Source: an optimization exercise on an open RTL-to-GDS flow (aim: small area). Production flows keep margins and buffers that such runs may drop. RTL that was checked went through simulation tests only; none was proved equivalent to the original. No activity file was given, so power comes from the tool's default toggle rates.

==> run R: inputs <==
==> flow/design.v <==
module SEG7_LUT(oSEG, iDIG);
input  [2:0] iDIG;
output [6:0] oSEG;
wire a = iDIG[0], b = iDIG[1], c = iDIG[2];
assign oSEG[0] = ~b & (a ^ c);               
assign oSEG[1] = c & (a ^ b);                
assign oSEG[2] = ~c & b & ~a;                
assign oSEG[3] = oSEG[0] | (a & b & c);      
assign oSEG[4] = a | (c & ~b);               
assign oSEG[5] = (~c & (a | b)) | (a & b);   
assign oSEG[6] = (~c & ~b) | (a & b & c);    
endmodule
module slotmachine(
	input        MAX10_CLK1_50,
	output [7:0] HEX0,
	output [7:0] HEX1,
	output [7:0] HEX2,
	input  [1:0] KEY,
	input  [0:0] SW
);
wire clk = MAX10_CLK1_50;
reg [1:0] rc;
always @(posedge clk) rc <= SW[0] ? {rc[1] | rc[0], rc[1] | ~rc[0]} : 2'b00;
wire rst = ~(rc[1] & rc[0]);
reg [8:0] kc;
wire kev = (kc == 9'b001000011);
always @(posedge clk)
	if (rst | kev) kc <= 9'd0;
	else kc <= {kc[7:0], ~(kc[8] ^ kc[4])};
reg [9:0] tc;
wire tick = (tc == 10'b0101100100);
always @(posedge clk)
	if (rst | tick) tc <= 10'd0;
	else tc <= {tc[8:0], ~(tc[9] ^ tc[6])};
reg [9:0] L;
always @(posedge clk)
	if (rst) L <= 10'd0;
	else L <= {L[8:0], ~(L[9] ^ L[8])};
reg sf, pf;
always @(posedge clk)
	if (rst) begin sf <= 1'b0; pf <= 1'b0; end
	else if (kev) begin sf <= ~KEY[0]; pf <= ~KEY[1]; end
localparam IDLE = 3'd0, RUN = 3'd1, S0 = 3'd2, S1 = 3'd3, S2 = 3'd4;
reg [2:0] st;
reg [14:0] sc;
wire stopping = (st == S0) | (st == S1) | (st == S2);
wire d1 = (sc == 15'b001001010111010);
wire d2 = (sc == 15'b100010111100110);
wire d3 = (sc == 15'b100101010011001);
always @(posedge clk)
	if (rst) st <= IDLE;
	else case (st)
		IDLE: if (sf) st <= RUN;
		RUN:  if (pf) st <= S0;
		S0:   if (d1) st <= S1;
		S1:   if (d2) st <= S2;
		S2:   if (d3) st <= IDLE;
		default: st <= IDLE;
	endcase
always @(posedge clk)
	if (rst | ~stopping) sc <= 15'd0;
	else sc <= {sc[13:0], ~(sc[14] ^ sc[13])};
wire active = (st == RUN) | stopping;
wire adv = tick & active;
wire en0 = tick & ((st == RUN) | (st == S0));
wire en1 = tick & ((st == RUN) | (st == S0) | (st == S1));
wire en2 = adv & ~((st == S2) & d3);
reg [1:0] p;
always @(posedge clk)
	if (rst) p <= 2'd0;
	else if (adv) p <= (p == 2'd2) ? 2'd0 : p + 2'd1;
wire [2:0] sl0 = L[2:0], sl1 = L[5:3], sl2 = L[8:6];
reg [2:0] r0, r1, r2;
always @(posedge clk)
	if (rst) begin r0 <= 3'd0; r1 <= 3'd0; r2 <= 3'd0; end
	else begin
		if (en0) r0 <= (p == 2'd0) ? sl0 : (p == 2'd1) ? sl1 : sl2;
		if (en1) r1 <= (p == 2'd0) ? sl2 : (p == 2'd1) ? sl0 : sl1;
		if (en2) r2 <= (p == 2'd0) ? sl1 : (p == 2'd1) ? sl2 : sl0;
	end
SEG7_LUT u0(.oSEG(HEX0[6:0]), .iDIG(r2));
SEG7_LUT u1(.oSEG(HEX1[6:0]), .iDIG(r1));
SEG7_LUT u2(.oSEG(HEX2[6:0]), .iDIG(r0));
assign HEX0[7] = 1'b1;
assign HEX1[7] = 1'b1;
assign HEX2[7] = 1'b1;
endmodule
==> flow/run.sh <==
#!/bin/bash
# synth_recipe.tcl (not shown) runs the flow's synth.tcl, then flattens the netlist and writes it again
# the make line also repeats each setting of config.mk as NAME=value (left out here)
make -C /OpenROAD-flow-scripts/flow DESIGN_CONFIG=/design/flow/config.mk WORK_HOME=/design/flow/orfs CLKGATE_MAP_FILE= SYNTH_SCRIPT=/design/flow/synth_recipe.tcl finish
==> flow/config.mk <==
export PLATFORM = sky130hd
export DESIGN_NAME = slotmachine
export DESIGN_NICKNAME = slotmachine
export VERILOG_FILES = /design/flow/design.v
export SDC_FILE = /design/flow/constraint.sdc
export NUM_CORES = 4
export LEC_CHECK = 0
export CAP_MARGIN = 20
export CORE_MARGIN = 2
export CORE_UTILIZATION = 40
export SLEW_MARGIN = 20
==> flow/constraint.sdc <==
create_clock -name core_clock -period 10.0 [get_ports {MAX10_CLK1_50}]
set_input_delay 2.0000 -clock core_clock [delete_from_list [all_inputs] [get_ports {MAX10_CLK1_50}]]
set_output_delay 2.0000 -clock core_clock [all_outputs]
set_load 0.01 [all_outputs]
==> run Y (differences from run R) <==
==> flow/design.v, changed modules only <==
module slotmachine(
	input        MAX10_CLK1_50,
	output [7:0] HEX0,
	output [7:0] HEX1,
	output [7:0] HEX2,
	input  [1:0] KEY,
	input  [0:0] SW
);
wire clk = MAX10_CLK1_50;
reg [1:0] rc;
always @(posedge clk) rc <= SW[0] ? {rc[1] | rc[0], rc[1] | ~rc[0]} : 2'b00;
wire rst = ~(rc[1] & rc[0]);
reg [8:0] kq;
wire [8:0] kc = kq ^ 9'd170;
wire kev = (kc == 9'd67);
wire [8:0] kn = (rst | kev) ? 9'd0 : {kc[7:0], ~(kc[8] ^ kc[4])};
always @(posedge clk) kq <= kn ^ 9'd170;
reg [9:0] tq;
wire [9:0] tc = tq ^ 10'd682;
wire tick = (tc == 10'd356);
wire [9:0] tn = (rst | tick) ? 10'd0 : {tc[8:0], ~(tc[9] ^ tc[6])};
always @(posedge clk) tq <= tn ^ 10'd682;
reg [9:0] Lq;
wire [9:0] L = Lq ^ 10'd682;
wire [9:0] Ln = rst ? 10'd0 : {L[8:0], ~(L[9] ^ L[8])};
always @(posedge clk) Lq <= Ln ^ 10'd682;
reg sf, pf;
always @(posedge clk)
	if (rst) begin sf <= 1'b0; pf <= 1'b0; end
	else if (kev) begin sf <= ~KEY[0]; pf <= ~KEY[1]; end
localparam IDLE = 3'd0, RUN = 3'd1, S0 = 3'd2, S1 = 3'd3, S2 = 3'd4, S3 = 3'd5;
reg [2:0] st;
reg [13:0] lq;
reg w;
wire [13:0] lo = lq ^ 14'd10922;
wire wrap = (lo == 14'd3109);
wire stopping = (st == S0) | (st == S1) | (st == S2) | (st == S3);
wire [13:0] lon = (rst | ~stopping | wrap) ? 14'd0 : {lo[12:0], ~(lo[13] ^ lo[12])};
always @(posedge clk) lq <= lon ^ 14'd10922;
always @(posedge clk) w <= wrap;
always @(posedge clk)
	if (rst) st <= IDLE;
	else case (st)
		IDLE: if (sf) st <= RUN;
		RUN:  if (pf) st <= S0;
		S0:   if (wrap) st <= S1;
		S1:   if (wrap) st <= S2;
		S2:   if (wrap) st <= S3;
		S3:   if (~w) st <= IDLE;
		default: st <= IDLE;
	endcase
wire adv = tick & (st != IDLE);
wire en0 = tick & ((st == RUN) | (st == S0) | ((st == S1) & w));
wire en1 = tick & ((st == RUN) | (st == S0) | (st == S1) | ((st == S2) & w));
wire en2 = tick & ((st == RUN) | (st == S0) | (st == S1) | (st == S2) | ((st == S3) & w));
reg [1:0] p;
always @(posedge clk)
	if (rst) p <= 2'd0;
	else if (adv) p <= (p == 2'd2) ? 2'd0 : p + 2'd1;
wire [2:0] sl0 = L[2:0], sl1 = L[5:3], sl2 = L[8:6];
reg [2:0] r0, r1, r2;
always @(posedge clk)
	if (rst) begin r0 <= 3'd0; r1 <= 3'd0; r2 <= 3'd0; end
	else begin
		if (en0) r0 <= (p == 2'd0) ? sl0 : (p == 2'd1) ? sl1 : sl2;
		if (en1) r1 <= (p == 2'd0) ? sl2 : (p == 2'd1) ? sl0 : sl1;
		if (en2) r2 <= (p == 2'd0) ? sl1 : (p == 2'd1) ? sl2 : sl0;
	end
SEG7_LUT u0(.oSEG(HEX0[6:0]), .iDIG(r2));
SEG7_LUT u1(.oSEG(HEX1[6:0]), .iDIG(r1));
SEG7_LUT u2(.oSEG(HEX2[6:0]), .iDIG(r0));
assign HEX0[7] = 1'b1;
assign HEX1[7] = 1'b1;
assign HEX2[7] = 1'b1;
endmodule
CORE_UTILIZATION = 60   (was 40)
CTS_BUF_LIST = sky130_fd_sc_hd__clkbuf_2 sky130_fd_sc_hd__clkbuf_4   (was unset)
CTS_CLUSTER_DIAMETER = 100   (was unset)
CTS_CLUSTER_SIZE = 20   (was unset)
==> notes.md <==
	run R	run Y
Fraction of final layout cells sized beyond drive strength 1	5.08%	8.82%
Footprint of the multi-input gates	1230 µm²	1220 µm²
Period minus WS final	3760 ps	3840 ps
Fill cell instance count of the final layout	592	324
Inverters	8	9
Seq group	0.252 mW	0.249 mW
Signal buffers share of area	7.94%	8.11%
Status	complete, no violations	complete, no violations
Source of the critical timing path	r2[0]	r1[1]
Leakage power	1.24 nW	1.05 nW
Number of non-filler instances in the completed layout	372	356
Post-layout power	0.468 mW	0.447 mW
Cell at the root of the clock tree	sky130_fd_sc_hd__clkbuf_8	sky130_fd_sc_hd__clkbuf_4
Switching power as a share of total power	21.9%	20.6%
Power share of the combinational group	1.1%	1.5%
Top cell type's share of synthesized area	48.3%	48.4%
Number of violations reported at the end of detailed-routing iteration 0	77	80
Only the layout flow was run in run R; the RTL was not checked for function there.

static timing again, ports no longer ideal:
No port has a modelled driver above. Below, the same layouts with a new extraction and two added sets of constraints.
Step 1, drivers: a clkbuf_16 drives MAX10_CLK1_50 and a buf_2 each remaining input, both assumed.
Step 2 moves the port delays by t, midway between the first and last clock arrival at a register: inputs arrive t later, outputs are due t later. That takes back most of the time a late clock gives input paths.
Slacks: ideal ports / drivers / drivers and shift; pairs: ideal ports / drivers.
run	t (ns)	slack for setup (ns)	worst setup path after step 2	latest minus earliest clock arrival (ns)
run R	0.365	6.240 / 6.212 / 6.577	register to output	0.012 / 0.012
run Y	0.403	6.156 / 6.131 / 6.534	register to output	0.010 / 0.010
After both steps every run listed still meets setup and hold.
